This design comes from an exercise in tuning for small area, a short achievable clock period and few clock cycles on the open sky130 flow, not from production work.
The RTL was checked by simulation tests, not by an equivalence proof against the original design.

==> flow/design.v, too long to show whole: its modules and the start of the top module <==
// module matrix_mult_3x3: 96 lines
// module matrix_add_sub_3x3: 78 lines
// module kalman_fsm_3d: 55 lines
// module kalman_axis: 1225 lines
module kalman_fsm_3d #(
    parameter DATA_WIDTH = 32,
    parameter K_SCALED = 137
)(
    input  wire clk,
    input  wire rst,
    input  wire start,
    input  wire signed [DATA_WIDTH-1:0] z_in_x,
    input  wire signed [DATA_WIDTH-1:0] z_in_y,
    input  wire signed [DATA_WIDTH-1:0] z_in_z,
    output reg signed [DATA_WIDTH-1:0] x_out_x,
    output reg signed [DATA_WIDTH-1:0] x_out_y,
    output reg signed [DATA_WIDTH-1:0] x_out_z,
    output reg done
);
  // ...
==> flow/flow/run.sh <==
#!/bin/bash
# The standard layout (the standard.sh: ORFS synthesis to finish, all
# settings from config.mk), except that the port buffers that global
# placement inserts on every input and output are the smallest buffer
# (buf_1) instead of the cell buffer_ports picks by default
# (clkdlybuf4s50_1, a delay cell).  Every port is still buffered.
# ORFS writes each tool's log under orfs/logs/; make's own output goes to
# standard.log here.
set -euo pipefail
export BUFFER_PORTS_ARGS="-buffer_cell sky130_fd_sc_hd__buf_1"
bash standard.sh > standard.log 2>&1
==> flow/standard.sh <==
#!/bin/bash
# synth_recipe.tcl (not shown) runs the flow's synth.tcl, then flattens the netlist and writes it again
# the make line also repeats each setting of config.mk as NAME=value (left out here)
make -C /OpenROAD-flow-scripts/flow DESIGN_CONFIG=/design/flow/config.mk WORK_HOME=/design/flow/orfs CLKGATE_MAP_FILE= SYNTH_SCRIPT=/design/flow/synth_recipe.tcl "${@:-finish}"
==> flow/config.mk <==
export PLATFORM = sky130hd
export DESIGN_NAME = kalman_fsm_3d
export DESIGN_NICKNAME = kalman_fsm_3d
export VERILOG_FILES = /design/flow/design.v
export SDC_FILE = /design/flow/constraint.sdc
export NUM_CORES = 4
export LEC_CHECK = 0
export CAP_MARGIN = 20
export CORE_MARGIN = 2
export CORE_UTILIZATION = 40
export PLACE_DENSITY = 0.6
export SETUP_SLACK_MARGIN = 2.25
export SLEW_MARGIN = 20
==> flow/constraint.sdc <==
create_clock -name core_clock -period 10.0 [get_ports {clk}]
set_input_delay 2.0000 -clock core_clock [delete_from_list [all_inputs] [get_ports {clk}]]
set_output_delay 2.0000 -clock core_clock [all_outputs]
set_load 0.01 [all_outputs]
==> results.sh, run 1 <==
export IMPL_min_delay_start="xp_x[4]"
export IMPL_largestClassByArea="multi-input gates"
export IMPL_drt_iter0_drc=979
export IMPL_drt_wl_total_mm=74.95
export IMPL_period_minus_slack_ns=7.771
export IMPL_reg2reg_to="x_state_y[30]"
export IMPL_relSlewSlack=0.4142
export IMPL_startpoint="z_in_y[1]"
export IMPL_synth_top_family_by_area="adder cells"
export IMPL_clk_share=0.01735
export IMPL_fin_skew_ns=0.01990
export IMPL_viasPerCell=4.942
export IMPL_drive_gt1_frac=0.08884
export IMPL_grtUsageTotal=0.1980
export IMPL_start_util=0.4041
export IMPL_firstDrtPassIters=5
export IMPL_multiInputGateArea_sq_mm=0.02399
export IMPL_io_buffers=195
export IMPL_grt_util_met2=0.3399
export IMPL_status="no timing/DRC/antenna violations"
export IMPL_fill_cells=7296
export IMPL_synth_simple_area_share=0.08267
export IMPL_fmax_mhz=128.7
export IMPL_fin_crit_sh=0.7771
export IMPL_hold_depth=2
export IMPL_clock_path_buffers=2
export IMPL_critPathLaunchType="input pin"
export IMPL_met3_length_mm=2.481
Testbench counts, summed over its fixed seeds: cycles 4,088.
==> run 2, diff against run 1 <==
--- a/flow/design.v
+++ b/flow/design.v
@@ -881,576 +881,450 @@
     wire n641 = n595 | (n594 & n593);
     wire n642 = n594 & n592;
     wire n643 = n599 | (n598 & n597);
     wire n644 = n598 & n596;
     wire n645 = n603 | (n602 & n601);
     wire n646 = n602 & n600;
     wire n647 = n607 | (n606 & n605);
     wire n648 = n606 & n604;
-    wire n649 = n537 | (n536 & n611);
-    wire n650 = n536 & n612;
-    wire n651 = n613 | (n614 & n611);
-    wire n652 = n614 & n612;
-    wire n653 = n545 | (n544 & n615);
-    wire n654 = n544 & n616;
-    wire n655 = n617 | (n618 & n615);
-    wire n656 = n618 & n616;
-    wire n657 = n553 | (n552 & n619);
-    wire n658 = n552 & n620;
-    wire n659 = n621 | (n622 & n619);
-    wire n660 = n622 & n620;
-    wire n661 = n561 | (n560 & n623);
-    wire n662 = n560 & n624;
-    wire n663 = n625 | (n626 & n623);
-    wire n664 = n626 & n624;
-    wire n665 = n569 | (n568 & n627);
-    wire n666 = n568 & n628;
-    wire n667 = n629 | (n630 & n627);
-    wire n668 = n630 & n628;
-    wire n669 = n577 | (n576 & n631);
-    wire n670 = n576 & n632;
-    wire n671 = n633 | (n634 & n631);
-    wire n672 = n634 & n632;
-    wire n673 = n585 | (n584 & n635);
-    wire n674 = n584 & n636;
-    wire n675 = n637 | (n638 & n635);
-    wire n676 = n638 & n636;
-    wire n677 = n593 | (n592 & n639);
-    wire n678 = n592 & n640;
-    wire n679 = n641 | (n642 & n639);
-    wire n680 = n642 & n640;
-    wire n681 = n601 | (n600 & n643);
-    wire n682 = n600 & n644;
-    wire n683 = n645 | (n646 & n643);
-    wire n684 = n646 & n644;
-    wire n685 = n609 | (n608 & n647);
-    wire n686 = n608 & n648;
-    wire n687 = n549 | (n548 & n655);
-    wire n688 = n548 & n656;
-    wire n689 = n619 | (n620 & n655);
-    wire n690 = n620 & n656;
-    wire n691 = n657 | (n658 & n655);
-    wire n692 = n658 & n656;
-    wire n693 = n659 | (n660 & n655);
-    wire n694 = n660 & n656;
-    wire n695 = n565 | (n564 & n663);
-    wire n696 = n564 & n664;
-    wire n697 = n627 | (n628 & n663);
-    wire n698 = n628 & n664;
-    wire n699 = n665 | (n666 & n663);
-    wire n700 = n666 & n664;
-    wire n701 = n667 | (n668 & n663);
-    wire n702 = n668 & n664;
-    wire n703 = n581 | (n580 & n671);
-    wire n704 = n580 & n672;
-    wire n705 = n635 | (n636 & n671);
-    wire n706 = n636 & n672;
-    wire n707 = n673 | (n674 & n671);
-    wire n708 = n674 & n672;
-    wire n709 = n675 | (n676 & n671);
-    wire n710 = n676 & n672;
-    wire n711 = n597 | (n596 & n679);
-    wire n712 = n596 & n680;
-    wire n713 = n643 | (n644 & n679);
-    wire n714 = n644 & n680;
-    wire n715 = n681 | (n682 & n679);
-    wire n716 = n682 & n680;
-    wire n717 = n683 | (n684 & n679);
-    wire n718 = n684 & n680;
-    wire n719 = n541 | (n540 & n651);
-    wire n720 = n615 | (n616 & n651);
-    wire n721 = n653 | (n654 & n651);
-    wire n722 = n655 | (n656 & n651);
-    wire n723 = n687 | (n688 & n651);
-    wire n724 = n689 | (n690 & n651);
-    wire n725 = n691 | (n692 & n651);
-    wire n726 = n693 | (n694 & n651);
-    wire n727 = n573 | (n572 & n701);
-    wire n728 = n572 & n702;
-    wire n729 = n631 | (n632 & n701);
-    wire n730 = n632 & n702;
-    wire n731 = n669 | (n670 & n701);
-    wire n732 = n670 & n702;
-    wire n733 = n671 | (n672 & n701);
-    wire n734 = n672 & n702;
-    wire n735 = n703 | (n704 & n701);
-    wire n736 = n704 & n702;
-    wire n737 = n705 | (n706 & n701);
-    wire n738 = n706 & n702;
-    wire n739 = n707 | (n708 & n701);
-    wire n740 = n708 & n702;
-    wire n741 = n709 | (n710 & n701);
-    wire n742 = n710 & n702;
-    wire n743 = n605 | (n604 & n717);
-    wire n744 = n604 & n718;
-    wire n745 = n647 | (n648 & n717);
-    wire n746 = n648 & n718;
-    wire n747 = n685 | (n686 & n717);
-    wire n748 = n686 & n718;
-    wire n749 = n557 | (n556 & n726);
-    wire n750 = n623 | (n624 & n726);
-    wire n751 = n661 | (n662 & n726);
-    wire n752 = n663 | (n664 & n726);
-    wire n753 = n695 | (n696 & n726);
-    wire n754 = n697 | (n698 & n726);
-    wire n755 = n699 | (n700 & n726);
-    wire n756 = n701 | (n702 & n726);
-    wire n757 = n727 | (n728 & n726);
-    wire n758 = n729 | (n730 & n726);
-    wire n759 = n731 | (n732 & n726);
-    wire n760 = n733 | (n734 & n726);
-    wire n761 = n735 | (n736 & n726);
-    wire n762 = n737 | (n738 & n726);
-    wire n763 = n739 | (n740 & n726);
-    wire n764 = n741 | (n742 & n726);
-    wire n765 = n589 | (n588 & n764);
-    wire n766 = n639 | (n640 & n764);
-    wire n767 = n677 | (n678 & n764);
-    wire n768 = n679 | (n680 & n764);
-    wire n769 = n711 | (n712 & n764);
-    wire n770 = n713 | (n714 & n764);
-    wire n771 = n715 | (n716 & n764);
-    wire n772 = n717 | (n718 & n764);
-    wire n773 = n743 | (n744 & n764);
-    wire n774 = n745 | (n746 & n764);
-    wire n775 = n747 | (n748 & n764);
-    wire n776 = n546 ^ n721;
-    wire n777 = n548 ^ n722;
-    wire n778 = n550 ^ n723;
-    wire n779 = n552 ^ n724;
-    wire n780 = n554 ^ n725;
-    wire n781 = n556 ^ n726;
-    wire n782 = n558 ^ n749;
-    wire n783 = n560 ^ n750;
-    wire n784 = n562 ^ n751;
-    wire n785 = n564 ^ n752;
-    wire n786 = n566 ^ n753;
-    wire n787 = n568 ^ n754;
-    wire n788 = n570 ^ n755;
-    wire n789 = n572 ^ n756;
-    wire n790 = n574 ^ n757;
-    wire n791 = n576 ^ n758;
-    wire n792 = n578 ^ n759;
-    wire n793 = n580 ^ n760;
-    wire n794 = n582 ^ n761;
-    wire n795 = n584 ^ n762;
-    wire n796 = n586 ^ n763;
-    wire n797 = n588 ^ n764;
-    wire n798 = n590 ^ n765;
-    wire n799 = n592 ^ n766;
-    wire n800 = n594 ^ n767;
-    wire n801 = n596 ^ n768;
-    wire n802 = n598 ^ n769;
-    wire n803 = n600 ^ n770;
-    wire n804 = n602 ^ n771;
-    wire n805 = n604 ^ n772;
-    wire n806 = n606 ^ n773;
-    wire n807 = n608 ^ n774;
-    assign err = {n807, n806, n805, n804, n803, n802, n801, n800, n799, n798, n797, n796, n795, n794, n793, n792, n791, n790, n789, n788, n787, n786, n785, n784, n783, n782, n781, n780, n779, n778, n777, n776};
-    wire n808 = xp[21] ^ 1'b1;
-    wire n809 = xp[21] & 1'b1;
-    wire n810 = xp[22] ^ 1'b1;
-    wire n811 = xp[22] & 1'b1;
-    wire n812 = xp[23] ^ 1'b1;
-    wire n813 = xp[23] & 1'b1;
-    wire n814 = xp[0] ^ err[10];
-    wire n815 = xp[0] & err[10];
-    wire n816 = xp[1] ^ err[11] ^ err[8];
-    wire n817 = (xp[1] & err[11]) | (xp[1] & err[8]) | (err[11] & err[8]);
-    wire n818 = xp[2] ^ err[12] ^ err[9];
-    wire n819 = (xp[2] & err[12]) | (xp[2] & err[9]) | (err[12] & err[9]);
-    wire n820 = xp[3] ^ err[13] ^ err[10];
-    wire n821 = (xp[3] & err[13]) | (xp[3] & err[10]) | (err[13] & err[10]);
-    wire n822 = xp[4] ^ err[14] ^ err[11];
-    wire n823 = (xp[4] & err[14]) | (xp[4] & err[11]) | (err[14] & err[11]);
-    wire n824 = xp[5] ^ err[15] ^ err[12];
-    wire n825 = (xp[5] & err[15]) | (xp[5] & err[12]) | (err[15] & err[12]);
-    wire n826 = xp[6] ^ err[16] ^ err[13];
-    wire n827 = (xp[6] & err[16]) | (xp[6] & err[13]) | (err[16] & err[13]);
-    wire n828 = xp[7] ^ err[17] ^ err[14];
-    wire n829 = (xp[7] & err[17]) | (xp[7] & err[14]) | (err[17] & err[14]);
-    wire n830 = xp[8] ^ err[18] ^ err[15];
-    wire n831 = (xp[8] & err[18]) | (xp[8] & err[15]) | (err[18] & err[15]);
-    wire n832 = xp[9] ^ err[19] ^ err[16];
-    wire n833 = (xp[9] & err[19]) | (xp[9] & err[16]) | (err[19] & err[16]);
-    wire n834 = xp[10] ^ err[20] ^ err[17];
-    wire n835 = (xp[10] & err[20]) | (xp[10] & err[17]) | (err[20] & err[17]);
-    wire n836 = xp[11] ^ err[21] ^ err[18];
-    wire n837 = (xp[11] & err[21]) | (xp[11] & err[18]) | (err[21] & err[18]);
-    wire n838 = xp[12] ^ err[22] ^ err[19];
-    wire n839 = (xp[12] & err[22]) | (xp[12] & err[19]) | (err[22] & err[19]);
-    wire n840 = xp[13] ^ err[23] ^ err[20];
-    wire n841 = (xp[13] & err[23]) | (xp[13] & err[20]) | (err[23] & err[20]);
-    wire n842 = xp[14] ^ err[24] ^ err[21];
-    wire n843 = (xp[14] & err[24]) | (xp[14] & err[21]) | (err[24] & err[21]);
-    wire n844 = xp[15] ^ err[25] ^ err[22];
-    wire n845 = (xp[15] & err[25]) | (xp[15] & err[22]) | (err[25] & err[22]);
-    wire n846 = xp[16] ^ err[26] ^ err[23];
-    wire n847 = (xp[16] & err[26]) | (xp[16] & err[23]) | (err[26] & err[23]);
-    wire n848 = xp[17] ^ err[27] ^ err[24];
-    wire n849 = (xp[17] & err[27]) | (xp[17] & err[24]) | (err[27] & err[24]);
-    wire n850 = xp[18] ^ err[28] ^ err[25];
-    wire n851 = (xp[18] & err[28]) | (xp[18] & err[25]) | (err[28] & err[25]);
-    wire n852 = xp[19] ^ err[29] ^ err[26];
-    wire n853 = (xp[19] & err[29]) | (xp[19] & err[26]) | (err[29] & err[26]);
-    wire n854 = xp[20] ^ err[30] ^ err[27];
-    wire n855 = (xp[20] & err[30]) | (xp[20] & err[27]) | (err[30] & err[27]);
-    wire n856 = n808 ^ ~err[31] ^ err[28];
-    wire n857 = (n808 & ~err[31]) | (n808 & err[28]) | (~err[31] & err[28]);
-    wire n858 = n810 ^ n809 ^ err[29];
-    wire n859 = (n810 & n809) | (n810 & err[29]) | (n809 & err[29]);
-    wire n860 = n812 ^ n811 ^ err[30];
-    wire n861 = (n812 & n811) | (n812 & err[30]) | (n811 & err[30]);
-    wire n862 = xp[24] ^ n813 ^ ~err[31];
-    wire n863 = (xp[24] & n813) | (xp[24] & ~err[31]) | (n813 & ~err[31]);
-    wire n864 = xp[25] ^ 1'b1;
-    wire n865 = xp[25] & 1'b1;
-    wire n866 = xp[26] ^ 1'b1;
-    wire n867 = xp[26] & 1'b1;
-    wire n868 = xp[27] ^ 1'b1;
-    wire n869 = xp[27] & 1'b1;
-    wire n870 = err[7] ^ err[4];
-    wire n871 = err[7] & err[4];
-    wire n872 = err[8] ^ err[5] ^ err[1];
-    wire n873 = (err[8] & err[5]) | (err[8] & err[1]) | (err[5] & err[1]);
-    wire n874 = err[9] ^ err[6] ^ err[2];
-    wire n875 = (err[9] & err[6]) | (err[9] & err[2]) | (err[6] & err[2]);
-    wire n876 = err[7] ^ err[3] ^ n814;
-    wire n877 = (err[7] & err[3]) | (err[7] & n814) | (err[3] & n814);
-    wire n878 = err[4] ^ n815 ^ n816;
-    wire n879 = (err[4] & n815) | (err[4] & n816) | (n815 & n816);
-    wire n880 = err[5] ^ n817 ^ n818;
-    wire n881 = (err[5] & n817) | (err[5] & n818) | (n817 & n818);
-    wire n882 = err[6] ^ n819 ^ n820;
-    wire n883 = (err[6] & n819) | (err[6] & n820) | (n819 & n820);
-    wire n884 = err[7] ^ n821 ^ n822;
-    wire n885 = (err[7] & n821) | (err[7] & n822) | (n821 & n822);
-    wire n886 = err[8] ^ n823 ^ n824;
-    wire n887 = (err[8] & n823) | (err[8] & n824) | (n823 & n824);
-    wire n888 = err[9] ^ n825 ^ n826;
-    wire n889 = (err[9] & n825) | (err[9] & n826) | (n825 & n826);
-    wire n890 = err[10] ^ n827 ^ n828;
-    wire n891 = (err[10] & n827) | (err[10] & n828) | (n827 & n828);
-    wire n892 = err[11] ^ n829 ^ n830;
-    wire n893 = (err[11] & n829) | (err[11] & n830) | (n829 & n830);
-    wire n894 = err[12] ^ n831 ^ n832;
-    wire n895 = (err[12] & n831) | (err[12] & n832) | (n831 & n832);
-    wire n896 = err[13] ^ n833 ^ n834;
-    wire n897 = (err[13] & n833) | (err[13] & n834) | (n833 & n834);
-    wire n898 = err[14] ^ n835 ^ n836;
-    wire n899 = (err[14] & n835) | (err[14] & n836) | (n835 & n836);
-    wire n900 = err[15] ^ n837 ^ n838;
-    wire n901 = (err[15] & n837) | (err[15] & n838) | (n837 & n838);
-    wire n902 = err[16] ^ n839 ^ n840;
-    wire n903 = (err[16] & n839) | (err[16] & n840) | (n839 & n840);
-    wire n904 = err[17] ^ n841 ^ n842;
-    wire n905 = (err[17] & n841) | (err[17] & n842) | (n841 & n842);
-    wire n906 = err[18] ^ n843 ^ n844;
-    wire n907 = (err[18] & n843) | (err[18] & n844) | (n843 & n844);
-    wire n908 = err[19] ^ n845 ^ n846;
-    wire n909 = (err[19] & n845) | (err[19] & n846) | (n845 & n846);
-    wire n910 = err[20] ^ n847 ^ n848;
-    wire n911 = (err[20] & n847) | (err[20] & n848) | (n847 & n848);
-    wire n912 = err[21] ^ n849 ^ n850;
-    wire n913 = (err[21] & n849) | (err[21] & n850) | (n849 & n850);
-    wire n914 = err[22] ^ n851 ^ n852;
-    wire n915 = (err[22] & n851) | (err[22] & n852) | (n851 & n852);
-    wire n916 = err[23] ^ n853 ^ n854;
-    wire n917 = (err[23] & n853) | (err[23] & n854) | (n853 & n854);
-    wire n918 = err[24] ^ n855 ^ n856;
-    wire n919 = (err[24] & n855) | (err[24] & n856) | (n855 & n856);
-    wire n920 = err[25] ^ n857 ^ n858;
-    wire n921 = (err[25] & n857) | (err[25] & n858) | (n857 & n858);
-    wire n922 = err[26] ^ n859 ^ n860;
-    wire n923 = (err[26] & n859) | (err[26] & n860) | (n859 & n860);
-    wire n924 = err[27] ^ n861 ^ n862;
-    wire n925 = (err[27] & n861) | (err[27] & n862) | (n861 & n862);
-    wire n926 = n864 ^ err[28] ^ n863;
-    wire n927 = (n864 & err[28]) | (n864 & n863) | (err[28] & n863);
-    wire n928 = n866 ^ n865 ^ err[29];
-    wire n929 = (n866 & n865) | (n866 & err[29]) | (n865 & err[29]);
-    wire n930 = n868 ^ n867 ^ err[30];
-    wire n931 = (n868 & n867) | (n868 & err[30]) | (n867 & err[30]);
-    wire n932 = xp[28] ^ n869 ^ ~err[31];
-    wire n933 = (xp[28] & n869) | (xp[28] & ~err[31]) | (n869 & ~err[31]);
-    wire n934 = xp[29] ^ 1'b1;
-    wire n935 = xp[29] & 1'b1;
-    wire n936 = xp[30] ^ 1'b1;
-    wire n937 = xp[30] & 1'b1;
-    wire n938 = err[3] ^ err[0];
-    wire n939 = err[3] & err[0];
-    wire n940 = err[4] ^ err[1];
-    wire n941 = err[4] & err[1];
-    wire n942 = err[5] ^ err[2];
-    wire n943 = err[5] & err[2];
-    wire n944 = err[6] ^ err[3];
-    wire n945 = err[6] & err[3];
-    wire n946 = err[0] ^ n870;
-    wire n947 = err[0] & n870;
-    wire n948 = n872 ^ n871;
-    wire n949 = n872 & n871;
-    wire n950 = n874 ^ n873;
-    wire n951 = n874 & n873;
-    wire n952 = n876 ^ n875;
-    wire n953 = n876 & n875;
-    wire n954 = n878 ^ n877;
-    wire n955 = n878 & n877;
-    wire n956 = n880 ^ n879;
-    wire n957 = n880 & n879;
-    wire n958 = n882 ^ n881;
-    wire n959 = n882 & n881;
-    wire n960 = n884 ^ n883;
-    wire n961 = n884 & n883;
-    wire n962 = n886 ^ n885;
-    wire n963 = n886 & n885;
-    wire n964 = n888 ^ n887;
-    wire n965 = n888 & n887;
-    wire n966 = n890 ^ n889;
-    wire n967 = n890 & n889;
-    wire n968 = n892 ^ n891;
-    wire n969 = n892 & n891;
-    wire n970 = n894 ^ n893;
-    wire n971 = n894 & n893;
-    wire n972 = n896 ^ n895;
-    wire n973 = n896 & n895;
-    wire n974 = n898 ^ n897;
-    wire n975 = n898 & n897;
-    wire n976 = n900 ^ n899;
-    wire n977 = n900 & n899;
-    wire n978 = n902 ^ n901;
-    wire n979 = n902 & n901;
-    wire n980 = n904 ^ n903;
-    wire n981 = n904 & n903;
-    wire n982 = n906 ^ n905;
-    wire n983 = n906 & n905;
-    wire n984 = n908 ^ n907;
-    wire n985 = n908 & n907;
-    wire n986 = n910 ^ n909;
-    wire n987 = n910 & n909;
-    wire n988 = n912 ^ n911;
-    wire n989 = n912 & n911;
-    wire n990 = n914 ^ n913;
-    wire n991 = n914 & n913;
-    wire n992 = n916 ^ n915;
-    wire n993 = n916 & n915;
-    wire n994 = n918 ^ n917;
-    wire n995 = n918 & n917;
-    wire n996 = n920 ^ n919;
-    wire n997 = n920 & n919;
-    wire n998 = n922 ^ n921;
-    wire n999 = n922 & n921;
-    wire n1000 = n924 ^ n923;
-    wire n1001 = n924 & n923;
-    wire n1002 = n926 ^ n925;
-    wire n1003 = n926 & n925;
-    wire n1004 = n928 ^ n927;
-    wire n1005 = n928 & n927;
-    wire n1006 = n930 ^ n929;
-    wire n1007 = n930 & n929;
-    wire n1008 = n932 ^ n931;
-    wire n1009 = n932 & n931;
-    wire n1010 = n934 ^ n933;
-    wire n1011 = n934 & n933;
-    wire n1012 = n936 ^ n935;
-    wire n1013 = n936 & n935;
-    wire n1014 = ~xp[31] ^ n937;
-    wire n1015 = ~xp[31] & n937;
-    wire n1016 = err[2] & err[1];
-    wire n1017 = n941 | (n940 & n939);
-    wire n1018 = n940 & n938;
-    wire n1019 = n945 | (n944 & n943);
-    wire n1020 = n944 & n942;
-    wire n1021 = n949 | (n948 & n947);
-    wire n1022 = n948 & n946;
-    wire n1023 = n953 | (n952 & n951);
-    wire n1024 = n952 & n950;
-    wire n1025 = n957 | (n956 & n955);
-    wire n1026 = n956 & n954;
-    wire n1027 = n961 | (n960 & n959);
-    wire n1028 = n960 & n958;
-    wire n1029 = n965 | (n964 & n963);
-    wire n1030 = n964 & n962;
-    wire n1031 = n969 | (n968 & n967);
-    wire n1032 = n968 & n966;
-    wire n1033 = n973 | (n972 & n971);
-    wire n1034 = n972 & n970;
-    wire n1035 = n977 | (n976 & n975);
-    wire n1036 = n976 & n974;
-    wire n1037 = n981 | (n980 & n979);
-    wire n1038 = n980 & n978;
-    wire n1039 = n985 | (n984 & n983);
-    wire n1040 = n984 & n982;
-    wire n1041 = n989 | (n988 & n987);
-    wire n1042 = n988 & n986;
-    wire n1043 = n993 | (n992 & n991);
-    wire n1044 = n992 & n990;
-    wire n1045 = n997 | (n996 & n995);
-    wire n1046 = n996 & n994;
-    wire n1047 = n1001 | (n1000 & n999);
-    wire n1048 = n1000 & n998;
-    wire n1049 = n1005 | (n1004 & n1003);
-    wire n1050 = n1004 & n1002;
-    wire n1051 = n1009 | (n1008 & n1007);
-    wire n1052 = n1008 & n1006;
-    wire n1053 = n1013 | (n1012 & n1011);
-    wire n1054 = n1012 & n1010;
-    wire n1055 = n943 | (n942 & n1017);
-    wire n1056 = n942 & n1018;
-    wire n1057 = n1019 | (n1020 & n1017);
-    wire n1058 = n1020 & n1018;
-    wire n1059 = n951 | (n950 & n1021);
-    wire n1060 = n950 & n1022;
-    wire n1061 = n1023 | (n1024 & n1021);
-    wire n1062 = n1024 & n1022;
-    wire n1063 = n959 | (n958 & n1025);
-    wire n1064 = n958 & n1026;
-    wire n1065 = n1027 | (n1028 & n1025);
-    wire n1066 = n1028 & n1026;
-    wire n1067 = n967 | (n966 & n1029);
-    wire n1068 = n966 & n1030;
-    wire n1069 = n1031 | (n1032 & n1029);
-    wire n1070 = n1032 & n1030;
-    wire n1071 = n975 | (n974 & n1033);
-    wire n1072 = n974 & n1034;
-    wire n1073 = n1035 | (n1036 & n1033);
-    wire n1074 = n1036 & n1034;
-    wire n1075 = n983 | (n982 & n1037);
-    wire n1076 = n982 & n1038;
-    wire n1077 = n1039 | (n1040 & n1037);
-    wire n1078 = n1040 & n1038;
-    wire n1079 = n991 | (n990 & n1041);
-    wire n1080 = n990 & n1042;
-    wire n1081 = n1043 | (n1044 & n1041);
-    wire n1082 = n1044 & n1042;
-    wire n1083 = n999 | (n998 & n1045);
-    wire n1084 = n998 & n1046;
-    wire n1085 = n1047 | (n1048 & n1045);
-    wire n1086 = n1048 & n1046;
-    wire n1087 = n1007 | (n1006 & n1049);
-    wire n1088 = n1006 & n1050;
-    wire n1089 = n1051 | (n1052 & n1049);
-    wire n1090 = n1052 & n1050;
-    wire n1091 = n1015 | (n1014 & n1053);
-    wire n1092 = n1014 & n1054;
-    wire n1093 = n955 | (n954 & n1061);
-    wire n1094 = n954 & n1062;
-    wire n1095 = n1025 | (n1026 & n1061);
-    wire n1096 = n1026 & n1062;
-    wire n1097 = n1063 | (n1064 & n1061);
-    wire n1098 = n1064 & n1062;
-    wire n1099 = n1065 | (n1066 & n1061);
-    wire n1100 = n1066 & n1062;
-    wire n1101 = n971 | (n970 & n1069);
-    wire n1102 = n970 & n1070;
-    wire n1103 = n1033 | (n1034 & n1069);
-    wire n1104 = n1034 & n1070;
-    wire n1105 = n1071 | (n1072 & n1069);
-    wire n1106 = n1072 & n1070;
-    wire n1107 = n1073 | (n1074 & n1069);
-    wire n1108 = n1074 & n1070;
-    wire n1109 = n987 | (n986 & n1077);
-    wire n1110 = n986 & n1078;
-    wire n1111 = n1041 | (n1042 & n1077);
-    wire n1112 = n1042 & n1078;
-    wire n1113 = n1079 | (n1080 & n1077);
-    wire n1114 = n1080 & n1078;
-    wire n1115 = n1081 | (n1082 & n1077);
-    wire n1116 = n1082 & n1078;
-    wire n1117 = n1003 | (n1002 & n1085);
-    wire n1118 = n1002 & n1086;
-    wire n1119 = n1049 | (n1050 & n1085);
-    wire n1120 = n1050 & n1086;
-    wire n1121 = n1087 | (n1088 & n1085);
-    wire n1122 = n1088 & n1086;
-    wire n1123 = n1089 | (n1090 & n1085);
-    wire n1124 = n1090 & n1086;
-    wire n1125 = n947 | (n946 & n1057);
-    wire n1126 = n1021 | (n1022 & n1057);
-    wire n1127 = n1059 | (n1060 & n1057);
-    wire n1128 = n1061 | (n1062 & n1057);
-    wire n1129 = n1093 | (n1094 & n1057);
-    wire n1130 = n1095 | (n1096 & n1057);
-    wire n1131 = n1097 | (n1098 & n1057);
-    wire n1132 = n1099 | (n1100 & n1057);
-    wire n1133 = n979 | (n978 & n1107);
-    wire n1134 = n978 & n1108;
-    wire n1135 = n1037 | (n1038 & n1107);
-    wire n1136 = n1038 & n1108;
-    wire n1137 = n1075 | (n1076 & n1107);
-    wire n1138 = n1076 & n1108;
-    wire n1139 = n1077 | (n1078 & n1107);
-    wire n1140 = n1078 & n1108;
-    wire n1141 = n1109 | (n1110 & n1107);
-    wire n1142 = n1110 & n1108;
-    wire n1143 = n1111 | (n1112 & n1107);
-    wire n1144 = n1112 & n1108;
-    wire n1145 = n1113 | (n1114 & n1107);
-    wire n1146 = n1114 & n1108;
-    wire n1147 = n1115 | (n1116 & n1107);
-    wire n1148 = n1116 & n1108;
-    wire n1149 = n1011 | (n1010 & n1123);
-    wire n1150 = n1010 & n1124;
-    wire n1151 = n1053 | (n1054 & n1123);
-    wire n1152 = n1054 & n1124;
-    wire n1153 = n1091 | (n1092 & n1123);
-    wire n1154 = n1092 & n1124;
-    wire n1155 = n963 | (n962 & n1132);
-    wire n1156 = n1029 | (n1030 & n1132);
-    wire n1157 = n1067 | (n1068 & n1132);
-    wire n1158 = n1069 | (n1070 & n1132);
-    wire n1159 = n1101 | (n1102 & n1132);
-    wire n1160 = n1103 | (n1104 & n1132);
-    wire n1161 = n1105 | (n1106 & n1132);
-    wire n1162 = n1107 | (n1108 & n1132);
-    wire n1163 = n1133 | (n1134 & n1132);
-    wire n1164 = n1135 | (n1136 & n1132);
-    wire n1165 = n1137 | (n1138 & n1132);
-    wire n1166 = n1139 | (n1140 & n1132);
-    wire n1167 = n1141 | (n1142 & n1132);
-    wire n1168 = n1143 | (n1144 & n1132);
-    wire n1169 = n1145 | (n1146 & n1132);
-    wire n1170 = n1147 | (n1148 & n1132);
-    wire n1171 = n995 | (n994 & n1170);
-    wire n1172 = n1045 | (n1046 & n1170);
-    wire n1173 = n1083 | (n1084 & n1170);
-    wire n1174 = n1085 | (n1086 & n1170);
-    wire n1175 = n1117 | (n1118 & n1170);
-    wire n1176 = n1119 | (n1120 & n1170);
-    wire n1177 = n1121 | (n1122 & n1170);
-    wire n1178 = n1123 | (n1124 & n1170);
-    wire n1179 = n1149 | (n1150 & n1170);
-    wire n1180 = n1151 | (n1152 & n1170);
-    wire n1181 = n1153 | (n1154 & n1170);
-    wire n1182 = n952 ^ n1127;
-    wire n1183 = n954 ^ n1128;
-    wire n1184 = n956 ^ n1129;
-    wire n1185 = n958 ^ n1130;
-    wire n1186 = n960 ^ n1131;
-    wire n1187 = n962 ^ n1132;
-    wire n1188 = n964 ^ n1155;
-    wire n1189 = n966 ^ n1156;
-    wire n1190 = n968 ^ n1157;
-    wire n1191 = n970 ^ n1158;
-    wire n1192 = n972 ^ n1159;
-    wire n1193 = n974 ^ n1160;
-    wire n1194 = n976 ^ n1161;
-    wire n1195 = n978 ^ n1162;
-    wire n1196 = n980 ^ n1163;
-    wire n1197 = n982 ^ n1164;
-    wire n1198 = n984 ^ n1165;
-    wire n1199 = n986 ^ n1166;
-    wire n1200 = n988 ^ n1167;
-    wire n1201 = n990 ^ n1168;
-    wire n1202 = n992 ^ n1169;
-    wire n1203 = n994 ^ n1170;
-    wire n1204 = n996 ^ n1171;
-    wire n1205 = n998 ^ n1172;
-    wire n1206 = n1000 ^ n1173;
-    wire n1207 = n1002 ^ n1174;
-    wire n1208 = n1004 ^ n1175;
-    wire n1209 = n1006 ^ n1176;
-    wire n1210 = n1008 ^ n1177;
-    wire n1211 = n1010 ^ n1178;
-    wire n1212 = n1012 ^ n1179;
-    wire n1213 = n1014 ^ n1180;
-    assign x_new = {n1213, n1212, n1211, n1210, n1209, n1208, n1207, n1206, n1205, n1204, n1203, n1202, n1201, n1200, n1199, n1198, n1197, n1196, n1195, n1194, n1193, n1192, n1191, n1190, n1189, n1188, n1187, n1186, n1185, n1184, n1183, n1182};
+    wire n649 = n613 | (n614 & n611);
+    wire n650 = n614 & n612;
+    wire n651 = n617 | (n618 & n615);
+    wire n652 = n618 & n616;
+    wire n653 = n621 | (n622 & n619);
+    wire n654 = n622 & n620;
+    wire n655 = n625 | (n626 & n623);
+    wire n656 = n626 & n624;
+    wire n657 = n629 | (n630 & n627);
+    wire n658 = n630 & n628;
+    wire n659 = n633 | (n634 & n631);
+    wire n660 = n634 & n632;
+    wire n661 = n637 | (n638 & n635);
+    wire n662 = n638 & n636;
+    wire n663 = n641 | (n642 & n639);
+    wire n664 = n642 & n640;
+    wire n665 = n645 | (n646 & n643);
+    wire n666 = n646 & n644;
+    wire n667 = n653 | (n654 & n651);
+    wire n668 = n654 & n652;
+    wire n669 = n657 | (n658 & n655);
+    wire n670 = n658 & n656;
+    wire n671 = n661 | (n662 & n659);
+    wire n672 = n662 & n660;
+    wire n673 = n665 | (n666 & n663);
+    wire n674 = n666 & n664;
+    wire n675 = n667 | (n668 & n649);
+    wire n676 = n671 | (n672 & n669);
+    wire n677 = n672 & n670;
+    wire n678 = n676 | (n677 & n675);
+    wire n679 = n669 | (n670 & n675);
+    wire n680 = n673 | (n674 & n678);
+    wire n681 = n651 | (n652 & n649);
+    wire n682 = n655 | (n656 & n675);
+    wire n683 = n659 | (n660 & n679);
+    wire n684 = n663 | (n664 & n678);
+    wire n685 = n615 | (n616 & n649);
+    wire n686 = n619 | (n620 & n681);
+    wire n687 = n623 | (n624 & n675);
+    wire n688 = n627 | (n628 & n682);
+    wire n689 = n631 | (n632 & n679);
+    wire n690 = n635 | (n636 & n683);
+    wire n691 = n639 | (n640 & n678);
+    wire n692 = n643 | (n644 & n684);
+    wire n693 = n647 | (n648 & n680);
+    wire n694 = n537 | (n536 & n611);
+    wire n695 = n541 | (n540 & n649);
+    wire n696 = n545 | (n544 & n685);
+    wire n697 = n549 | (n548 & n681);
+    wire n698 = n553 | (n552 & n686);
+    wire n699 = n557 | (n556 & n675);
+    wire n700 = n561 | (n560 & n687);
+    wire n701 = n565 | (n564 & n682);
+    wire n702 = n569 | (n568 & n688);
+    wire n703 = n573 | (n572 & n679);
+    wire n704 = n577 | (n576 & n689);
+    wire n705 = n581 | (n580 & n683);
+    wire n706 = n585 | (n584 & n690);
+    wire n707 = n589 | (n588 & n678);
+    wire n708 = n593 | (n592 & n691);
+    wire n709 = n597 | (n596 & n684);
+    wire n710 = n601 | (n600 & n692);
+    wire n711 = n605 | (n604 & n680);
+    wire n712 = n609 | (n608 & n693);
+    wire n713 = n546 ^ n696;
+    wire n714 = n548 ^ n681;
+    wire n715 = n550 ^ n697;
+    wire n716 = n552 ^ n686;
+    wire n717 = n554 ^ n698;
+    wire n718 = n556 ^ n675;
+    wire n719 = n558 ^ n699;
+    wire n720 = n560 ^ n687;
+    wire n721 = n562 ^ n700;
+    wire n722 = n564 ^ n682;
+    wire n723 = n566 ^ n701;
+    wire n724 = n568 ^ n688;
+    wire n725 = n570 ^ n702;
+    wire n726 = n572 ^ n679;
+    wire n727 = n574 ^ n703;
+    wire n728 = n576 ^ n689;
+    wire n729 = n578 ^ n704;
+    wire n730 = n580 ^ n683;
+    wire n731 = n582 ^ n705;
+    wire n732 = n584 ^ n690;
+    wire n733 = n586 ^ n706;
+    wire n734 = n588 ^ n678;
+    wire n735 = n590 ^ n707;
+    wire n736 = n592 ^ n691;
+    wire n737 = n594 ^ n708;
+    wire n738 = n596 ^ n684;
+    wire n739 = n598 ^ n709;
+    wire n740 = n600 ^ n692;
+    wire n741 = n602 ^ n710;
+    wire n742 = n604 ^ n680;
+    wire n743 = n606 ^ n711;
+    wire n744 = n608 ^ n693;
+    assign err = {n744, n743, n742, n741, n740, n739, n738, n737, n736, n735, n734, n733, n732, n731, n730, n729, n728, n727, n726, n725, n724, n723, n722, n721, n720, n719, n718, n717, n716, n715, n714, n713};
+    wire n745 = xp[21] ^ 1'b1;
+    wire n746 = xp[21] & 1'b1;
+    wire n747 = xp[22] ^ 1'b1;
+    wire n748 = xp[22] & 1'b1;
+    wire n749 = xp[23] ^ 1'b1;
+    wire n750 = xp[23] & 1'b1;
+    wire n751 = xp[0] ^ err[10];
+    wire n752 = xp[0] & err[10];
+    wire n753 = xp[1] ^ err[11] ^ err[8];
+    wire n754 = (xp[1] & err[11]) | (xp[1] & err[8]) | (err[11] & err[8]);
+    wire n755 = xp[2] ^ err[12] ^ err[9];
+    wire n756 = (xp[2] & err[12]) | (xp[2] & err[9]) | (err[12] & err[9]);
+    wire n757 = xp[3] ^ err[13] ^ err[10];
+    wire n758 = (xp[3] & err[13]) | (xp[3] & err[10]) | (err[13] & err[10]);
+    wire n759 = xp[4] ^ err[14] ^ err[11];
+    wire n760 = (xp[4] & err[14]) | (xp[4] & err[11]) | (err[14] & err[11]);
+    wire n761 = xp[5] ^ err[15] ^ err[12];
+    wire n762 = (xp[5] & err[15]) | (xp[5] & err[12]) | (err[15] & err[12]);
+    wire n763 = xp[6] ^ err[16] ^ err[13];
+    wire n764 = (xp[6] & err[16]) | (xp[6] & err[13]) | (err[16] & err[13]);
+    wire n765 = xp[7] ^ err[17] ^ err[14];
+    wire n766 = (xp[7] & err[17]) | (xp[7] & err[14]) | (err[17] & err[14]);
+    wire n767 = xp[8] ^ err[18] ^ err[15];
+    wire n768 = (xp[8] & err[18]) | (xp[8] & err[15]) | (err[18] & err[15]);
+    wire n769 = xp[9] ^ err[19] ^ err[16];
+    wire n770 = (xp[9] & err[19]) | (xp[9] & err[16]) | (err[19] & err[16]);
+    wire n771 = xp[10] ^ err[20] ^ err[17];
+    wire n772 = (xp[10] & err[20]) | (xp[10] & err[17]) | (err[20] & err[17]);
+    wire n773 = xp[11] ^ err[21] ^ err[18];
+    wire n774 = (xp[11] & err[21]) | (xp[11] & err[18]) | (err[21] & err[18]);
+    wire n775 = xp[12] ^ err[22] ^ err[19];
+    wire n776 = (xp[12] & err[22]) | (xp[12] & err[19]) | (err[22] & err[19]);
+    wire n777 = xp[13] ^ err[23] ^ err[20];
+    wire n778 = (xp[13] & err[23]) | (xp[13] & err[20]) | (err[23] & err[20]);
+    wire n779 = xp[14] ^ err[24] ^ err[21];
+    wire n780 = (xp[14] & err[24]) | (xp[14] & err[21]) | (err[24] & err[21]);
+    wire n781 = xp[15] ^ err[25] ^ err[22];
+    wire n782 = (xp[15] & err[25]) | (xp[15] & err[22]) | (err[25] & err[22]);
+    wire n783 = xp[16] ^ err[26] ^ err[23];
+    wire n784 = (xp[16] & err[26]) | (xp[16] & err[23]) | (err[26] & err[23]);
+    wire n785 = xp[17] ^ err[27] ^ err[24];
+    wire n786 = (xp[17] & err[27]) | (xp[17] & err[24]) | (err[27] & err[24]);
+    wire n787 = xp[18] ^ err[28] ^ err[25];
+    wire n788 = (xp[18] & err[28]) | (xp[18] & err[25]) | (err[28] & err[25]);
+    wire n789 = xp[19] ^ err[29] ^ err[26];
+    wire n790 = (xp[19] & err[29]) | (xp[19] & err[26]) | (err[29] & err[26]);
+    wire n791 = xp[20] ^ err[30] ^ err[27];
+    wire n792 = (xp[20] & err[30]) | (xp[20] & err[27]) | (err[30] & err[27]);
+    wire n793 = n745 ^ ~err[31] ^ err[28];
+    wire n794 = (n745 & ~err[31]) | (n745 & err[28]) | (~err[31] & err[28]);
+    wire n795 = n747 ^ n746 ^ err[29];
+    wire n796 = (n747 & n746) | (n747 & err[29]) | (n746 & err[29]);
+    wire n797 = n749 ^ n748 ^ err[30];
+    wire n798 = (n749 & n748) | (n749 & err[30]) | (n748 & err[30]);
+    wire n799 = xp[24] ^ n750 ^ ~err[31];
+    wire n800 = (xp[24] & n750) | (xp[24] & ~err[31]) | (n750 & ~err[31]);
+    wire n801 = xp[25] ^ 1'b1;
+    wire n802 = xp[25] & 1'b1;
+    wire n803 = xp[26] ^ 1'b1;
+    wire n804 = xp[26] & 1'b1;
+    wire n805 = xp[27] ^ 1'b1;
+    wire n806 = xp[27] & 1'b1;
+    wire n807 = err[7] ^ err[4];
+    wire n808 = err[7] & err[4];
+    wire n809 = err[8] ^ err[5] ^ err[1];
+    wire n810 = (err[8] & err[5]) | (err[8] & err[1]) | (err[5] & err[1]);
+    wire n811 = err[9] ^ err[6] ^ err[2];
+    wire n812 = (err[9] & err[6]) | (err[9] & err[2]) | (err[6] & err[2]);
+    wire n813 = err[7] ^ err[3] ^ n751;
+    wire n814 = (err[7] & err[3]) | (err[7] & n751) | (err[3] & n751);
+    wire n815 = err[4] ^ n752 ^ n753;
+    wire n816 = (err[4] & n752) | (err[4] & n753) | (n752 & n753);
+    wire n817 = err[5] ^ n754 ^ n755;
+    wire n818 = (err[5] & n754) | (err[5] & n755) | (n754 & n755);
+    wire n819 = err[6] ^ n756 ^ n757;
+    wire n820 = (err[6] & n756) | (err[6] & n757) | (n756 & n757);
+    wire n821 = err[7] ^ n758 ^ n759;
+    wire n822 = (err[7] & n758) | (err[7] & n759) | (n758 & n759);
+    wire n823 = err[8] ^ n760 ^ n761;
+    wire n824 = (err[8] & n760) | (err[8] & n761) | (n760 & n761);
+    wire n825 = err[9] ^ n762 ^ n763;
+    wire n826 = (err[9] & n762) | (err[9] & n763) | (n762 & n763);
+    wire n827 = err[10] ^ n764 ^ n765;
+    wire n828 = (err[10] & n764) | (err[10] & n765) | (n764 & n765);
+    wire n829 = err[11] ^ n766 ^ n767;
+    wire n830 = (err[11] & n766) | (err[11] & n767) | (n766 & n767);
+    wire n831 = err[12] ^ n768 ^ n769;
+    wire n832 = (err[12] & n768) | (err[12] & n769) | (n768 & n769);
+    wire n833 = err[13] ^ n770 ^ n771;
+    wire n834 = (err[13] & n770) | (err[13] & n771) | (n770 & n771);
+    wire n835 = err[14] ^ n772 ^ n773;
+    wire n836 = (err[14] & n772) | (err[14] & n773) | (n772 & n773);
+    wire n837 = err[15] ^ n774 ^ n775;
+    wire n838 = (err[15] & n774) | (err[15] & n775) | (n774 & n775);
+    wire n839 = err[16] ^ n776 ^ n777;
+    wire n840 = (err[16] & n776) | (err[16] & n777) | (n776 & n777);
+    wire n841 = err[17] ^ n778 ^ n779;
+    wire n842 = (err[17] & n778) | (err[17] & n779) | (n778 & n779);
+    wire n843 = err[18] ^ n780 ^ n781;
+    wire n844 = (err[18] & n780) | (err[18] & n781) | (n780 & n781);
+    wire n845 = err[19] ^ n782 ^ n783;
+    wire n846 = (err[19] & n782) | (err[19] & n783) | (n782 & n783);
+    wire n847 = err[20] ^ n784 ^ n785;
+    wire n848 = (err[20] & n784) | (err[20] & n785) | (n784 & n785);
+    wire n849 = err[21] ^ n786 ^ n787;
+    wire n850 = (err[21] & n786) | (err[21] & n787) | (n786 & n787);
+    wire n851 = err[22] ^ n788 ^ n789;
+    wire n852 = (err[22] & n788) | (err[22] & n789) | (n788 & n789);
+    wire n853 = err[23] ^ n790 ^ n791;
+    wire n854 = (err[23] & n790) | (err[23] & n791) | (n790 & n791);
+    wire n855 = err[24] ^ n792 ^ n793;
+    wire n856 = (err[24] & n792) | (err[24] & n793) | (n792 & n793);
+    wire n857 = err[25] ^ n794 ^ n795;
+    wire n858 = (err[25] & n794) | (err[25] & n795) | (n794 & n795);
+    wire n859 = err[26] ^ n796 ^ n797;
+    wire n860 = (err[26] & n796) | (err[26] & n797) | (n796 & n797);
+    wire n861 = err[27] ^ n798 ^ n799;
+    wire n862 = (err[27] & n798) | (err[27] & n799) | (n798 & n799);
+    wire n863 = n801 ^ err[28] ^ n800;
+    wire n864 = (n801 & err[28]) | (n801 & n800) | (err[28] & n800);
+    wire n865 = n803 ^ n802 ^ err[29];
+    wire n866 = (n803 & n802) | (n803 & err[29]) | (n802 & err[29]);
+    wire n867 = n805 ^ n804 ^ err[30];
+    wire n868 = (n805 & n804) | (n805 & err[30]) | (n804 & err[30]);
+    wire n869 = xp[28] ^ n806 ^ ~err[31];
+    wire n870 = (xp[28] & n806) | (xp[28] & ~err[31]) | (n806 & ~err[31]);
+    wire n871 = xp[29] ^ 1'b1;
+    wire n872 = xp[29] & 1'b1;
+    wire n873 = xp[30] ^ 1'b1;
+    wire n874 = xp[30] & 1'b1;
+    wire n875 = err[3] ^ err[0];
+    wire n876 = err[3] & err[0];
+    wire n877 = err[4] ^ err[1];
+    wire n878 = err[4] & err[1];
+    wire n879 = err[5] ^ err[2];
+    wire n880 = err[5] & err[2];
+    wire n881 = err[6] ^ err[3];
+    wire n882 = err[6] & err[3];
+    wire n883 = err[0] ^ n807;
+    wire n884 = err[0] & n807;
+    wire n885 = n809 ^ n808;
+    wire n886 = n809 & n808;
+    wire n887 = n811 ^ n810;
+    wire n888 = n811 & n810;
+    wire n889 = n813 ^ n812;
+    wire n890 = n813 & n812;
+    wire n891 = n815 ^ n814;
+    wire n892 = n815 & n814;
+    wire n893 = n817 ^ n816;
+    wire n894 = n817 & n816;
+    wire n895 = n819 ^ n818;
+    wire n896 = n819 & n818;
+    wire n897 = n821 ^ n820;
+    wire n898 = n821 & n820;
+    wire n899 = n823 ^ n822;
+    wire n900 = n823 & n822;
+    wire n901 = n825 ^ n824;
+    wire n902 = n825 & n824;
+    wire n903 = n827 ^ n826;
+    wire n904 = n827 & n826;
+    wire n905 = n829 ^ n828;
+    wire n906 = n829 & n828;
+    wire n907 = n831 ^ n830;
+    wire n908 = n831 & n830;
+    wire n909 = n833 ^ n832;
+    wire n910 = n833 & n832;
+    wire n911 = n835 ^ n834;
+    wire n912 = n835 & n834;
+    wire n913 = n837 ^ n836;
+    wire n914 = n837 & n836;
+    wire n915 = n839 ^ n838;
+    wire n916 = n839 & n838;
+    wire n917 = n841 ^ n840;
+    wire n918 = n841 & n840;
+    wire n919 = n843 ^ n842;
+    wire n920 = n843 & n842;
+    wire n921 = n845 ^ n844;
+    wire n922 = n845 & n844;
+    wire n923 = n847 ^ n846;
+    wire n924 = n847 & n846;
+    wire n925 = n849 ^ n848;
+    wire n926 = n849 & n848;
+    wire n927 = n851 ^ n850;
+    wire n928 = n851 & n850;
+    wire n929 = n853 ^ n852;
+    wire n930 = n853 & n852;
+    wire n931 = n855 ^ n854;
+    wire n932 = n855 & n854;
+    wire n933 = n857 ^ n856;
+    wire n934 = n857 & n856;
+    wire n935 = n859 ^ n858;
+    wire n936 = n859 & n858;
+    wire n937 = n861 ^ n860;
+    wire n938 = n861 & n860;
+    wire n939 = n863 ^ n862;
+    wire n940 = n863 & n862;
+    wire n941 = n865 ^ n864;
+    wire n942 = n865 & n864;
+    wire n943 = n867 ^ n866;
+    wire n944 = n867 & n866;
+    wire n945 = n869 ^ n868;
+    wire n946 = n869 & n868;
+    wire n947 = n871 ^ n870;
+    wire n948 = n871 & n870;
+    wire n949 = n873 ^ n872;
+    wire n950 = n873 & n872;
+    wire n951 = ~xp[31] ^ n874;
+    wire n952 = ~xp[31] & n874;
+    wire n953 = err[2] & err[1];
+    wire n954 = n878 | (n877 & n876);
+    wire n955 = n877 & n875;
+    wire n956 = n882 | (n881 & n880);
+    wire n957 = n881 & n879;
+    wire n958 = n886 | (n885 & n884);
+    wire n959 = n885 & n883;
+    wire n960 = n890 | (n889 & n888);
+    wire n961 = n889 & n887;
+    wire n962 = n894 | (n893 & n892);
+    wire n963 = n893 & n891;
+    wire n964 = n898 | (n897 & n896);
+    wire n965 = n897 & n895;
+    wire n966 = n902 | (n901 & n900);
+    wire n967 = n901 & n899;
+    wire n968 = n906 | (n905 & n904);
+    wire n969 = n905 & n903;
+    wire n970 = n910 | (n909 & n908);
+    wire n971 = n909 & n907;
+    wire n972 = n914 | (n913 & n912);
+    wire n973 = n913 & n911;
+    wire n974 = n918 | (n917 & n916);
+    wire n975 = n917 & n915;
+    wire n976 = n922 | (n921 & n920);
+    wire n977 = n921 & n919;
+    wire n978 = n926 | (n925 & n924);
+    wire n979 = n925 & n923;
+    wire n980 = n930 | (n929 & n928);
+    wire n981 = n929 & n927;
+    wire n982 = n934 | (n933 & n932);
+    wire n983 = n933 & n931;
+    wire n984 = n938 | (n937 & n936);
+    wire n985 = n937 & n935;
+    wire n986 = n942 | (n941 & n940);
+    wire n987 = n941 & n939;
+    wire n988 = n946 | (n945 & n944);
+    wire n989 = n945 & n943;
+    wire n990 = n950 | (n949 & n948);
+    wire n991 = n949 & n947;
+    wire n992 = n956 | (n957 & n954);
+    wire n993 = n957 & n955;
+    wire n994 = n960 | (n961 & n958);
+    wire n995 = n961 & n959;
+    wire n996 = n964 | (n965 & n962);
+    wire n997 = n965 & n963;
+    wire n998 = n968 | (n969 & n966);
+    wire n999 = n969 & n967;
+    wire n1000 = n972 | (n973 & n970);
+    wire n1001 = n973 & n971;
+    wire n1002 = n976 | (n977 & n974);
+    wire n1003 = n977 & n975;
+    wire n1004 = n980 | (n981 & n978);
+    wire n1005 = n981 & n979;
+    wire n1006 = n984 | (n985 & n982);
+    wire n1007 = n985 & n983;
+    wire n1008 = n988 | (n989 & n986);
+    wire n1009 = n989 & n987;
+    wire n1010 = n996 | (n997 & n994);
+    wire n1011 = n997 & n995;
+    wire n1012 = n1000 | (n1001 & n998);
+    wire n1013 = n1001 & n999;
+    wire n1014 = n1004 | (n1005 & n1002);
+    wire n1015 = n1005 & n1003;
+    wire n1016 = n1008 | (n1009 & n1006);
+    wire n1017 = n1009 & n1007;
+    wire n1018 = n1010 | (n1011 & n992);
+    wire n1019 = n1014 | (n1015 & n1012);
+    wire n1020 = n1015 & n1013;
+    wire n1021 = n1019 | (n1020 & n1018);
+    wire n1022 = n1012 | (n1013 & n1018);
+    wire n1023 = n1016 | (n1017 & n1021);
+    wire n1024 = n994 | (n995 & n992);
+    wire n1025 = n998 | (n999 & n1018);
+    wire n1026 = n1002 | (n1003 & n1022);
+    wire n1027 = n1006 | (n1007 & n1021);
+    wire n1028 = n958 | (n959 & n992);
+    wire n1029 = n962 | (n963 & n1024);
+    wire n1030 = n966 | (n967 & n1018);
+    wire n1031 = n970 | (n971 & n1025);
+    wire n1032 = n974 | (n975 & n1022);
+    wire n1033 = n978 | (n979 & n1026);
+    wire n1034 = n982 | (n983 & n1021);
+    wire n1035 = n986 | (n987 & n1027);
+    wire n1036 = n990 | (n991 & n1023);
+    wire n1037 = n880 | (n879 & n954);
+    wire n1038 = n884 | (n883 & n992);
+    wire n1039 = n888 | (n887 & n1028);
+    wire n1040 = n892 | (n891 & n1024);
+    wire n1041 = n896 | (n895 & n1029);
+    wire n1042 = n900 | (n899 & n1018);
+    wire n1043 = n904 | (n903 & n1030);
+    wire n1044 = n908 | (n907 & n1025);
+    wire n1045 = n912 | (n911 & n1031);
+    wire n1046 = n916 | (n915 & n1022);
+    wire n1047 = n920 | (n919 & n1032);
+    wire n1048 = n924 | (n923 & n1026);
+    wire n1049 = n928 | (n927 & n1033);
+    wire n1050 = n932 | (n931 & n1021);
+    wire n1051 = n936 | (n935 & n1034);
+    wire n1052 = n940 | (n939 & n1027);
+    wire n1053 = n944 | (n943 & n1035);
+    wire n1054 = n948 | (n947 & n1023);
+    wire n1055 = n952 | (n951 & n1036);
+    wire n1056 = n889 ^ n1039;
+    wire n1057 = n891 ^ n1024;
+    wire n1058 = n893 ^ n1040;
+    wire n1059 = n895 ^ n1029;
+    wire n1060 = n897 ^ n1041;
+    wire n1061 = n899 ^ n1018;
+    wire n1062 = n901 ^ n1042;
+    wire n1063 = n903 ^ n1030;
+    wire n1064 = n905 ^ n1043;
+    wire n1065 = n907 ^ n1025;
+    wire n1066 = n909 ^ n1044;
+    wire n1067 = n911 ^ n1031;
+    wire n1068 = n913 ^ n1045;
+    wire n1069 = n915 ^ n1022;
+    wire n1070 = n917 ^ n1046;
+    wire n1071 = n919 ^ n1032;
+    wire n1072 = n921 ^ n1047;
+    wire n1073 = n923 ^ n1026;
+    wire n1074 = n925 ^ n1048;
+    wire n1075 = n927 ^ n1033;
+    wire n1076 = n929 ^ n1049;
+    wire n1077 = n931 ^ n1021;
+    wire n1078 = n933 ^ n1050;
+    wire n1079 = n935 ^ n1034;
+    wire n1080 = n937 ^ n1051;
+    wire n1081 = n939 ^ n1027;
+    wire n1082 = n941 ^ n1052;
+    wire n1083 = n943 ^ n1035;
+    wire n1084 = n945 ^ n1053;
+    wire n1085 = n947 ^ n1023;
+    wire n1086 = n949 ^ n1054;
+    wire n1087 = n951 ^ n1036;
+    assign x_new = {n1087, n1086, n1085, n1084, n1083, n1082, n1081, n1080, n1079, n1078, n1077, n1076, n1075, n1074, n1073, n1072, n1071, n1070, n1069, n1068, n1067, n1066, n1065, n1064, n1063, n1062, n1061, n1060, n1059, n1058, n1057, n1056};
 endmodule
==> flow/config.mk (replaced) <==
export PLATFORM = sky130hd
export DESIGN_NAME = kalman_fsm_3d
export DESIGN_NICKNAME = kalman_fsm_3d
export VERILOG_FILES = /design/flow/design.v
export SDC_FILE = /design/flow/constraint.sdc
export NUM_CORES = 4
export LEC_CHECK = 0
export CAP_MARGIN = 20
export CORE_MARGIN = 2
export CORE_UTILIZATION = 40
export PLACE_DENSITY = 0.6
export SETUP_SLACK_MARGIN = 2
export SLEW_MARGIN = 20
==> run 2 against run 1 <==
Die area increased by 2.8%. Non-clock buffer count increased by 7. First-iteration DRC count decreased by 24%. Wire length decreased by 0.20%. Final area increased by 3.1%. Sequential share of layout area decreased by 0.39 points. Core utilization decreased by 0.12 points.
==> results.sh, run 2 <==
export IMPL_status="no timing/DRC/antenna violations"
export IMPL_reg2reg_to="x_state_z[30]"
export IMPL_area_growth_pct=14.23
export IMPL_final_common_cell="inv_1"
export IMPL_die_area_sq_mm=0.07969
export IMPL_reg2reg_depth=31
export IMPL_synth_cells=3261
export IMPL_worstSetupPathType="in2reg"
export IMPL_hold_depth=2
export IMPL_cts_sinks=193
export IMPL_fin_setup_tns_ns=0
export IMPL_yosysTopAreaCell="fa_1"
export IMPL_fin_skew_ns=0.02386
export IMPL_yosysMostFrequentCell="inv_1"
export IMPL_fp_dieW_microns=282.3
export IMPL_num_rows=102
export IMPL_clock_path_buffers=2
export IMPL_critPathCaptureType="register"
export IMPL_grt_max_degree=84
export IMPL_fin_crit_sh=0.8072
export IMPL_firstDrtPassIters=5
export IMPL_final_cell_mix="inv_1, fa_1, ha_1"
export IMPL_rsz0062_at_grt="yes"
export IMPL_worst_slew_pin_transition_ns=0.8467
export IMPL_relSlewSlack=0.4355
export IMPL_cts_tree="done"
export IMPL_antenna_found_initial=0
export IMPL_cts_hold_buffers=0
export IMPL_yosys_top_cells_count="inv_1, fa_1, ha_1, nand2_1, a21oi_1"
export IMPL_synth_distinct_cells=74
export IMPL_cts_clk_slew_worst_paths_ns=0.07
export IMPL_fin_nets=4552
export IMPL_drt_wl_total_mm=74.81
export IMPL_synthTopCellsByArea="fa_1, ha_1, inv_1"
export IMPL_pin_count=196
export IMPL_holdCritPathClass="reg2reg"
export IMPL_first_global_vias=23320
export IMPL_post_drt_wl_per_cell_microns=16.41
export IMPL_cts_max_level=4
export IMPL_yosysSeqAreaShare=0.1404
export IMPL_viasPerCell=4.866
export IMPL_ys_flop_type="dfrtp_1"
export IMPL_slowest_delay_ns=0.59
export IMPL_hold_slack_ns=0.5589
export IMPL_drc=0
export IMPL_period_minus_slack_ns=8.072
export IMPL_yosysWarnings=1
export IMPL_syn_cell_area_sq_mm=0.03098
export IMPL_critPathLaunchType="input pin"
export IMPL_ys_seq_elements=193
export IMPL_core_sq_mm=0.07708
export IMPL_synth_edf_count=0
export IMPL_finalSetupViolations=0
export IMPL_min_to="xp_x[3]"
export IMPL_min_delay_start="xp_x[3]"
export IMPL_gp_congestion=0.8815
export IMPL_numCtsBuffers=17
export IMPL_drt_iter0_drc=743
export IMPL_grtUsageTotal=0.1944
export IMPL_cts_root_buf="clkbuf_16"
export IMPL_clock_latency_ns=0.50
export IMPL_slew_viol_final=0
export IMPL_drive_gt1_frac=0.09835
export IMPL_start_util=0.4019
export IMPL_grt_pass1_wl_mm=120.1
export IMPL_overflow=0
export IMPL_dp_hpwl_mm=64.50
export IMPL_multiInputGateArea_sq_mm=0.02454
export IMPL_area_sequential_sq_mm=0.004350
export IMPL_critPathSlowestCell="fa_1"
export IMPL_netlist_area_leader_share=0.3238
export IMPL_r2r_start="xp_z[7]"
export IMPL_critPathArrivalTime_ns=8.45
export IMPL_maxCapViolations=0
export IMPL_critPathMaxFanout=4
export IMPL_fill_cells=7476
export IMPL_hold_viol=0
export IMPL_post_dp_cell_area_sq_mm=0.03314
export IMPL_syn_area_per_cell_sq_um=9.500
export IMPL_fmax_mhz=123.9
export IMPL_vias=22180
export IMPL_io_buffers=195
export IMPL_synth_fp_nets=4308
export IMPL_required_ns=10.38
export IMPL_ant_nets=0
export IMPL_rrSetupSlack_ns=2.12
export IMPL_die_h_microns=282.3
export IMPL_async_flop_share=0.5026
export IMPL_final_area_sq_mm=0.03539
-- run 2: cell count changes in the layout (fill, tap and decap cells not counted), sizes merged, moves of 18 or more --
cell | previous run | this run
inv | 795 | 887
fa | 423 | 501
xnor2 | 151 | 81
nor2 | 112 | 76
o21ai | 162 | 133
a21oi | 157 | 136
a21o | 104 | 123
nor2b | 34 | 16
-- run 2: worst max path at each step --
stage / end / cells past startpoint / startpoint
2_1_floorplan: x_state_y[30] / 29 / z_in_y[1]
4_1_cts: x_state_y[27] / 28 / z_in_y[1]
5_1_grt: x_state_z[30] / 30 / z_in_z[1]
3_5_place_dp: x_state_y[27] / 29 / z_in_y[1]
3_3_place_gp: x_state_y[27] / 29 / z_in_y[1]
6_report: x_state_z[30] / 30 / z_in_z[1]
-- run 2: repair_timing --
action | CTS | global route
gates resized for setup | 46 | 174
setup endpoints to repair | 34 | 45
pin swaps | 37 | 131
setup buffers | 12 | 52
-- run 2: layout make-up --
type | count | share of cell area
antenna | 1 | 0.00007071
multi-input combinational | 2146 | 0.6935
sequential | 193 | 0.1229
clock inverter | 10 | 0.003500
clock buffer | 22 | 0.01368
tap | 1040 | 0.03677
timing repair buffer | 264 | 0.03564
inverter | 883 | 0.09387
-- run 2: cell families after synthesis --
kind of cell | synth area share
DFF | 0.1404
buffers and inverters | 0.1135
adders and majority gates | 0.5043
AOI/OAI and AO/OA | 0.1195
and+or+nand+nor | 0.07133
muxes | 0.0006463
xor gates and xnor gates | 0.05032
-- run 2: critical path, delay by kind of cell --
kind | cells | cell delay [ns]
xor+xnor | 2 | 0.29
simple gates | 3 | 0.67
fa+ha+maj | 7 | 2.67
buf+inv | 3 | 0.19
compound gates | 15 | 2.63
-- run 2: through the flow --
step	instances	setup WS (ns)	utilization
after floorplan	3261	1.998	-
after global placement	4462	0.9551	0.4299
after detailed placement	4462	0.8869	0.4299
after CTS	4506	1.969	0.4430
after global routing	4558	1.671	0.4590
final	4559	1.928	0.4591
-- run 2: routing by layer --
layer,vias up,part of all wire,track usage
li1,10830,-,-
met3,79,0.046,0.03981
met5,-,0,0
met4,0,0.021,0.04857
met2,306,0.49,0.3370
met1,10970,0.44,0.2471
Testbench counts of run 2, summed over its fixed seeds: cycles 4,088.

[re-timing with driven ports]
The results above use ideal ports. As a check the final layouts listed here were re-extracted and re-timed, cells and wires unchanged. Step 1 (the two cells are an assumption about what drives the block):
set clk [get_ports {clk}]
set_driving_cell -lib_cell sky130_fd_sc_hd__clkbuf_16 $clk
set_driving_cell -lib_cell sky130_fd_sc_hd__buf_2 [delete_from_list [all_inputs] $clk]
Step 2 adds t to the input delays and takes it off the output delays; t is the mean of the earliest and latest rising clock arrival at the registers after step 1. Input paths then give back, and output paths get back, about the clock's delay inside the block. a / b / c = ideal / step 1 / step 2; a / b = the first two.
run | shift t [ns] | setup slack, ns | hold slack, ns | worst data-port slew with drivers (ns)
run 1 | 0.554 | 2.229 / 2.270 / 1.715 | 0.484 / 0.484 / 0.484 | 0.11
run 2 | 0.548 | 1.928 / 1.961 / 1.413 | 0.559 / 0.559 / 0.559 | 0.06
After both steps every run listed still meets setup and hold. For run 2, which loses most, drivers alone change the setup slack by +0.033 ns; drivers and shift together by -0.515 ns.
